From an optimization exercise on the open Yosys and OpenROAD flow, aimed at small area; shortcuts taken in it are not production practice.
In this exercise RTL edits were held to simulation tests only and were not proved equivalent to the original.
Power and IR drop assume default switching activity.

## updi_top
module updi_top (
	input clk,
	input rst_btn,  
	input programmer_start,
	output programmer_busy,
	output error,
	input updi_i,
	output updi_o,
	output updi_oe
);
	wire rst = ~rst_btn;
	localparam [5:0]
		P_IDLE = 0, P_DB_START = 1, P_DB_WAIT = 2, P_ST_READ = 3, P_ST_VERIFY = 4,
		P_CE_KEY = 5, P_CE_RDST = 6, P_CE_VFST = 7, P_CE_RST_START = 8, P_CE_RST_WAIT = 9,
		P_CE_RST_CLR = 10, P_CE_WF_READ = 11, P_CE_WF_VERIFY = 12, P_CE_WF_DELAY = 13,
		P_NV_KEY = 14, P_NV_RDST = 15, P_NV_VFST = 16, P_NV_RST_START = 17, P_NV_RST_WAIT = 18,
		P_NV_RST_CLR = 19, P_NV_WF_READ = 20, P_NV_WF_VERIFY = 21, P_NV_WF_DELAY = 22,
		P_ID_PTR = 23, P_ID_REP = 24, P_ID_READ = 25, P_ID_B0 = 26, P_ID_B1 = 27, P_ID_B2 = 28,
		P_DEC_START = 29, P_DEC_VERIFY = 30, P_NC_WR_READ = 31, P_NC_WR_VERIFY = 32,
		P_NC_CLEAR = 33, P_NW_READ = 34, P_NW_VERIFY = 35, P_WR_PTR = 36, P_WR_REP = 37,
		P_WR_DATA = 38, P_WR_PAGE = 39, P_PR_RST_START = 40, P_PR_RST_WAIT = 41,
		P_PR_RST_CLR = 42, P_VERIFY_ROM = 43;
	logic errflag, err_d;
	logic perr;
	wire rstp = rst | errflag;
	logic [14:0] S;
	wire s_9999 = S[13] & S[10] & S[9] & S[8] & S[3] & S[2] & S[1] & S[0];
	wire s_19999 = S[14] & S[11] & S[10] & S[9] & S[4] & S[3] & S[2] & S[1] & S[0];
	always_ff @(posedge clk) begin
		if (rst) errflag <= 1'b0;
		else if (perr) errflag <= 1'b1;
		else if (errflag && s_19999) errflag <= 1'b0;
		err_d <= rst ? 1'b0 : errflag;
	end
	assign error = errflag;
	logic [5:0] ps;
	logic fc;
	logic q_ready, q_done, q_wait;
	logic [2:0] qs;
	logic [10:0] qc;
	logic ih_ready, ih_done, ack_rcv;
	logic [3:0] rxf_out;  
	logic of_out, of_empty;
	logic db_busy, db_done;
	logic [1:0] db_n;
	logic dl_act;
	logic [2:0] ds;
	logic d_done;
	logic [8:0] paddr;
	logic [7:0] blen;
	logic btz;
	logic tx_start, rx_start, of_rd_en, dl_start, prog_start, db_start;
	logic [1:0] rx_n;
	logic valid;
	always_comb begin
		tx_start = 1'b0;
		rx_start = 1'b0;
		of_rd_en = 1'b0;
		dl_start = 1'b0;
		prog_start = 1'b0;
		db_start = 1'b0;
		rx_n = 2'd1;
		valid = 1'b0;
		case (ps)
			P_DB_START: db_start = fc;
  ...
export LEC_CHECK = 0
export CAP_MARGIN = 20
export CORE_MARGIN = 2
export CORE_UTILIZATION = 45
export SLEW_MARGIN = 20
create_clock -name core_clock -period 10.0 [get_ports {clk}]
standard.sh (not shown) runs the stock make flow with config.mk's settings and CLKGATE_MAP_FILE= SYNTH_SCRIPT=/design/flow/synth_recipe.tcl, a recipe that flattens the netlist after the stock synthesis.
==> flow/flow/run.sh <==
#!/bin/bash
# Own flow: the standard layout, with the standard synthesis netlist's
# combinational logic re-mapped by ABC for area (registers untouched: same
# instances, names and cell types). The re-mapped logic is only used if ABC's
# combinational equivalence check (registers cut) proves it equal to the
# standard netlist's.
set -uo pipefail
WORK=$(pwd)
F=$WORK/flow
R=$WORK/orfs/results/$FLOW_PLATFORM/updi_top/base
LIB=$FLOW_HOME/platforms/sky130hd/lib/sky130_fd_sc_hd__tt_025C_1v80.lib
YOSYS=$(command -v yosys || echo $FLOW_HOME/../tools/install/yosys/bin/yosys)
YABC=$(command -v yosys-abc || echo $(dirname $YOSYS)/yosys-abc)

bash standard.sh synth > $WORK/std_synth.log 2>&1 || exit 1

cp $R/1_2_yosys.v $WORK/synth_std.v
printf 'strash\n&get -n\n&deepsyn -T 120\n&put\ndch\namap\n' > $WORK/area.abc
cat > $WORK/reopt.ys <<EOS
read_liberty -ignore_miss_func $LIB
read_verilog $WORK/synth_std.v
blackbox sky130_fd_sc_hd__dfxtp_1 sky130_fd_sc_hd__edfxtp_1
hierarchy -top $FLOW_TOP
flatten
delete t:\$scopeinfo
opt -full
abc -script $WORK/area.abc -liberty $LIB $(cat $F/dontuse.txt)
opt_clean -purge
tee -o $WORK/reopt_stat.txt stat -liberty $LIB
write_verilog -noattr -noexpr $WORK/synth_reopt.v
EOS
ok=0
if $YOSYS -s $WORK/reopt.ys > $WORK/reopt.log 2>&1; then
  # equivalence check, registers cut into inputs/outputs
  python3 $F/cut.py $WORK/synth_std.v $WORK/cec_a.v > $WORK/cec.log 2>&1 &&
  python3 $F/cut.py $WORK/synth_reopt.v $WORK/cec_b.v >> $WORK/cec.log 2>&1 &&
  for x in a b; do
    $YOSYS -q -p "read_liberty -ignore_miss_func $LIB; read_verilog $WORK/cec_$x.v; hierarchy -top $FLOW_TOP; flatten; delete t:\$scopeinfo; opt_clean; write_blif $WORK/cec_$x.blif" >> $WORK/cec.log 2>&1 || echo FAIL >> $WORK/cec.log
  done &&
  ! grep -q FAIL $WORK/cec.log &&
  $YABC -c "cec $WORK/cec_a.blif $WORK/cec_b.blif" >> $WORK/cec.log 2>&1 &&
  grep -q "Networks are equivalent" $WORK/cec.log && ok=1
fi
echo "reopt ok=$ok" | tee -a $WORK/cec.log
if [ $ok = 1 ]; then
  cp $WORK/synth_reopt.v $R/1_2_yosys.v
  touch $R/1_2_yosys.v
  rm -f $R/1_synth.odb $R/1_synth.sdc
fi

export CTS_ARGS="-sink_clustering_enable -repair_clock_nets -buf_list {sky130_fd_sc_hd__clkbuf_2 sky130_fd_sc_hd__clkbuf_4 sky130_fd_sc_hd__clkbuf_8} -dont_use_dummy_load"
bash standard.sh > $WORK/layout.log 2>&1
Other scripts of this flow, unchanged in this note and not shown: flow/flow/cut.py, flow/flow/dontuse.txt
The first run finished clean.
==> next run, changes <==
Settings changed: CORE_UTILIZATION 45 to 50.
The changed run passed the timing, DRC and antenna checks; flip-flop and latch count is unchanged; non-clock buffer count falls by 5; routed wire length falls by about 2.3%; cell count falls by 2.6%; total power falls by about 1.5%.

==> afterwards: timing with drivers on the ports <==
Ports are ideal in the flow. The routed layouts listed here were re-timed in OpenROAD. Step 1 assumes that a clkbuf_16 drives the clock port and a buf_2 every other input. Step 2, shift: input delay + t, output delay - t, t = (earliest + latest rising clock arrival at the registers) / 2. This alone moves slack from input paths to output paths. Slacks: ideal ports / drivers / drivers and shift; pairs: ideal ports / drivers.
run | shift t [ns] | setup slack, ns | worst setup path after step 2 | pins driven straight from the clock port
the first run | 0.621 | 1.230 / 1.230 / 1.230 | register to register | 1
the second run | 0.607 | 1.243 / 1.243 / 1.243 | register to register | 1
After both steps every run listed still meets setup and hold.
